From an optimization exercise on the open Yosys and OpenROAD flow, aimed at small area; shortcuts taken in it are not production practice.
In this exercise RTL edits were held to simulation tests only and were not proved equivalent to the original.
The clock port is modelled as an ideal driver, which makes a skipped or thinned clock tree look cheaper than it is; a real chip needs a root buffer or a tree.

== oak ==
==> module slpf, before the edit <==
module slpf (
    input               clk,
    input               rstn,
    input       [8:0]   cnt,
    input               ch,
    input       [11:0]  sdata,
    input               miso,
    output reg  [12:0]  f0,
    output reg  [12:0]  f1,
    output reg          fl0,
    output              last,
    output      [4:0]   ldv,
    output              xsh,
    output              fa
);
localparam [17:0] B = 18'h18358;
localparam [17:0] A = 18'h07ca8;
reg [29:0] R;
reg r0, r1, fl1, k;
function automatic ge9(input [8:0] x, input [8:0] k);
    integer b;
    reg r;
    begin
        r = 1'b1;
        for (b = 0; b < 9; b = b + 1)
            r = k[b] ? (x[b] & r) : (x[b] | r);
        ge9 = r;
    end
endfunction
function automatic in9(input [8:0] x, input [8:0] lo, input [8:0] hi);
    in9 = ge9(x, lo) & ~ge9(x, hi + 9'd1);
endfunction
wire c80  = (cnt == 9'd80);
wire c64  = (cnt == 9'd64);
wire win  = (cnt[8:4] == 5'd4) | c80;                       
assign xsh = ((cnt[8:4] == 5'd4) & cnt[3] & cnt[2]) | c80;   
wire p2   = cnt[8] & (cnt[5] | (cnt[4] & (cnt[3] | (cnt[2] & cnt[1] & cnt[0]))));  
assign last = cnt[8] & cnt[5] & cnt[1];                       
reg xj, fj;
always @* begin
    case (cnt[3:0])
        4'd7:    begin xj = miso;      fj = ch ? f1[0]  : f0[0];  end
        4'd8:    begin xj = sdata[1];  fj = ch ? f1[1]  : f0[1];  end
        4'd9:    begin xj = sdata[2];  fj = ch ? f1[2]  : f0[2];  end
        4'd10:   begin xj = sdata[3];  fj = ch ? f1[3]  : f0[3];  end
        4'd11:   begin xj = sdata[4];  fj = ch ? f1[4]  : f0[4];  end
        4'd12:   begin xj = sdata[5];  fj = ch ? f1[5]  : f0[5];  end
        4'd13:   begin xj = sdata[6];  fj = ch ? f1[6]  : f0[6];  end
        4'd14:   begin xj = sdata[7];  fj = ch ? f1[7]  : f0[7];  end
        4'd15:   begin xj = sdata[8];  fj = ch ? f1[8]  : f0[8];  end
        4'd0:    begin xj = sdata[9];  fj = ch ? f1[9]  : f0[9];  end
        4'd1:    begin xj = sdata[10]; fj = ch ? f1[10] : f0[10]; end
        default: begin xj = sdata[11]; fj = ch ? f1[11] : f0[11]; end
    endcase
end
wire j0  = (cnt[3:0] == 4'd7);
wire j11 = (cnt[3:1] == 3'd1);
wire rsel = ch ? r1 : r0;
wire fsel = ch ? fl1 : fl0;
wire fjz  = fj & ~fsel;
wire kin  = j0 ? ~(rsel & ~fsel) : k;
wire hj   = ~fjz ^ kin ^ j11;
always @(posedge clk)
    k <= rstn & p2 & (last ? ch : (~fjz & kin));
assign fa = k & ~p2;
wire lb = xsh ? sdata[11] : ~R[0];
wire mb = win ? (lb & ~fl0) : hj;
wire xb = p2 & xj;
wire e  = c80 | last;
reg [18:0] c;
always @* begin
    case ({e, mb, xb})
        3'b000:  c = 19'h0;
        3'b010:  c = -{1'b0, B};
        3'b001:  c = -{1'b0, A};
        3'b011:  c = 19'h60000;     
        3'b100:  c = 19'h20000;     
        3'b110:  c = {1'b0, A};
        3'b101:  c = {1'b0, B};
        default: c = 19'h0;
    endcase
end
wire [18:0] s;
wire [19:0] cy;
assign cy[0] = 1'b0;
genvar i;
generate for (i = 0; i < 19; i = i + 1) begin : g_add
    wire a = ((i < 18) ? R[12 + i] : R[29]) | c64;
    assign s[i]     = a ^ c[i] ^ cy[i];
    assign cy[i+1]  = (a & c[i]) | (cy[i] & (a ^ c[i]));
end endgenerate
wire [12:0] fnew = s[18:6];
wire        rr   = s[5];
assign      ldv  = {~s[1], ~s[2], ~s[3], ~s[4], s[5]};
always @(posedge clk)
    if (win || p2) R <= {s, R[11:1]};
always @(posedge clk) begin
    if (last && !ch) begin f0 <= fnew; r0 <= rr; end
    if (last &&  ch) begin f1 <= fnew; r1 <= rr; end
end
always @(posedge clk)
    if (!rstn) begin
        fl0 <= 1'b1;
        fl1 <= 1'b1;
    end else if (last) begin
        if (ch) fl1 <= 1'b0;
        else    fl0 <= 1'b0;
    end
endmodule
export LEC_CHECK = 0
export CAP_MARGIN = 20
export CORE_MARGIN = 2
export CORE_UTILIZATION = 75
export SLEW_MARGIN = 20
create_clock -name core_clock -period 20.0 [get_ports {clk}]
standard.sh (not shown) runs the stock make flow with config.mk's settings and CLKGATE_MAP_FILE= SYNTH_SCRIPT=/design/flow/synth_recipe.tcl, a recipe that flattens the netlist after the stock synthesis.
==> flow/flow/run.sh <==
#!/bin/bash
# The standard layout (standard.sh) with these changes:
#  - synthesis: ABC maps for area (flow/synth.tcl); no full/half-adder cells
#  - the smallest buffer on the ports
#  - the clock tree built by flow/cts_pre.tcl instead of TritonCTS
set -euo pipefail
cd "$(dirname "$0")/.."
bash standard.sh \
  SYNTH_SCRIPT="$PWD/flow/synth.tcl" \
  ADDER_MAP_FILE= \
  BUFFER_PORTS_ARGS="-buffer_cell sky130_fd_sc_hd__buf_1" \
  PRE_CTS_TCL="$PWD/flow/cts_pre.tcl" \
  finish > flow_make.log 2>&1
Other scripts of this flow, unchanged in this note and not shown: flow/flow/cts_pre.tcl, flow/flow/synth.tcl, flow/flow/tree.tcl
oak: all stages complete, timing, DRC and antenna checks passed
What pine does differently from oak at the input level:
--- a/flow/design.v
+++ b/flow/design.v
@@ -101,7 +101,6 @@
     in9 = ge9(x, lo) & ~ge9(x, hi + 9'd1);
 endfunction
 wire c80  = (cnt == 9'd80);
-wire c64  = (cnt == 9'd64);
 wire win  = (cnt[8:4] == 5'd4) | c80;                       
 assign xsh = ((cnt[8:4] == 5'd4) & cnt[3] & cnt[2]) | c80;   
 wire p2   = cnt[8] & (cnt[5] | (cnt[4] & (cnt[3] | (cnt[2] & cnt[1] & cnt[0]))));  
@@ -155,7 +154,7 @@
 assign cy[0] = 1'b0;
 genvar i;
 generate for (i = 0; i < 19; i = i + 1) begin : g_add
-    wire a = ((i < 18) ? R[12 + i] : R[29]) | c64;
+    wire a = (i < 18) ? R[12 + i] : R[29];
     assign s[i]     = a ^ c[i] ^ cy[i];
     assign cy[i+1]  = (a & c[i]) | (cy[i] & (a ^ c[i]));
 end endgenerate
@@ -163,7 +162,7 @@
 wire        rr   = s[5];
 assign      ldv  = {~s[1], ~s[2], ~s[3], ~s[4], s[5]};
 always @(posedge clk)
-    if (win || p2) R <= {s, R[11:1]};
+    if (win || p2 || !rstn) R <= (last || !rstn) ? {18'h3ffff, s[0], R[11:1]} : {s, R[11:1]};
 always @(posedge clk) begin
     if (last && !ch) begin f0 <= fnew; r0 <= rr; end
     if (last &&  ch) begin f1 <= fnew; r1 <= rr; end
### Flow results
Row routed wire length: pine higher / oak lower. Diff oak and pine: met1 layer usage reported by global route higher in pine. Compared with oak, in pine final area up 19 µm²; routed wire length per instance up 0.68 µm; setup slack up 0.30 ns; core box area up 0.63%. pine vs oak: wire length of the first global-routing pass up. pine against oak; cell count after synthesis is down slightly.
No run of this note takes its clock network from TritonCTS; it comes from the design's own scripts or RTL.

-- port drivers added, routing unchanged --
Ports are ideal in the flow. The routed layouts listed here were re-timed in OpenROAD. Step 1, drivers: a clkbuf_16 drives clk and a buf_2 each remaining input, both assumed. Step 2 times the ports against the registers' clock, not the clock port: input delays grow and output delays shrink by t, the midpoint of the rising clock arrivals with the driver on. Slacks: no drivers / after step 1 / after step 2; pairs: no drivers / after step 1.
| run | t (ns) | setup WS [ns] | hold WS [ns] | latest minus earliest clock arrival (ns) |
|---|---|---|---|---|
| oak | 0.445 | 12.140 / 12.140 / 11.696 | 0.337 / 0.337 / 0.337 | 0.011 / 0.011 |
| pine | 0.447 | 12.439 / 12.434 / 11.987 | 0.343 / 0.343 / 0.343 | 0.016 / 0.016 |
After both steps every run listed still meets setup and hold. For pine, which loses most, drivers alone change the setup slack by -0.005 ns; drivers and shift together by -0.452 ns.
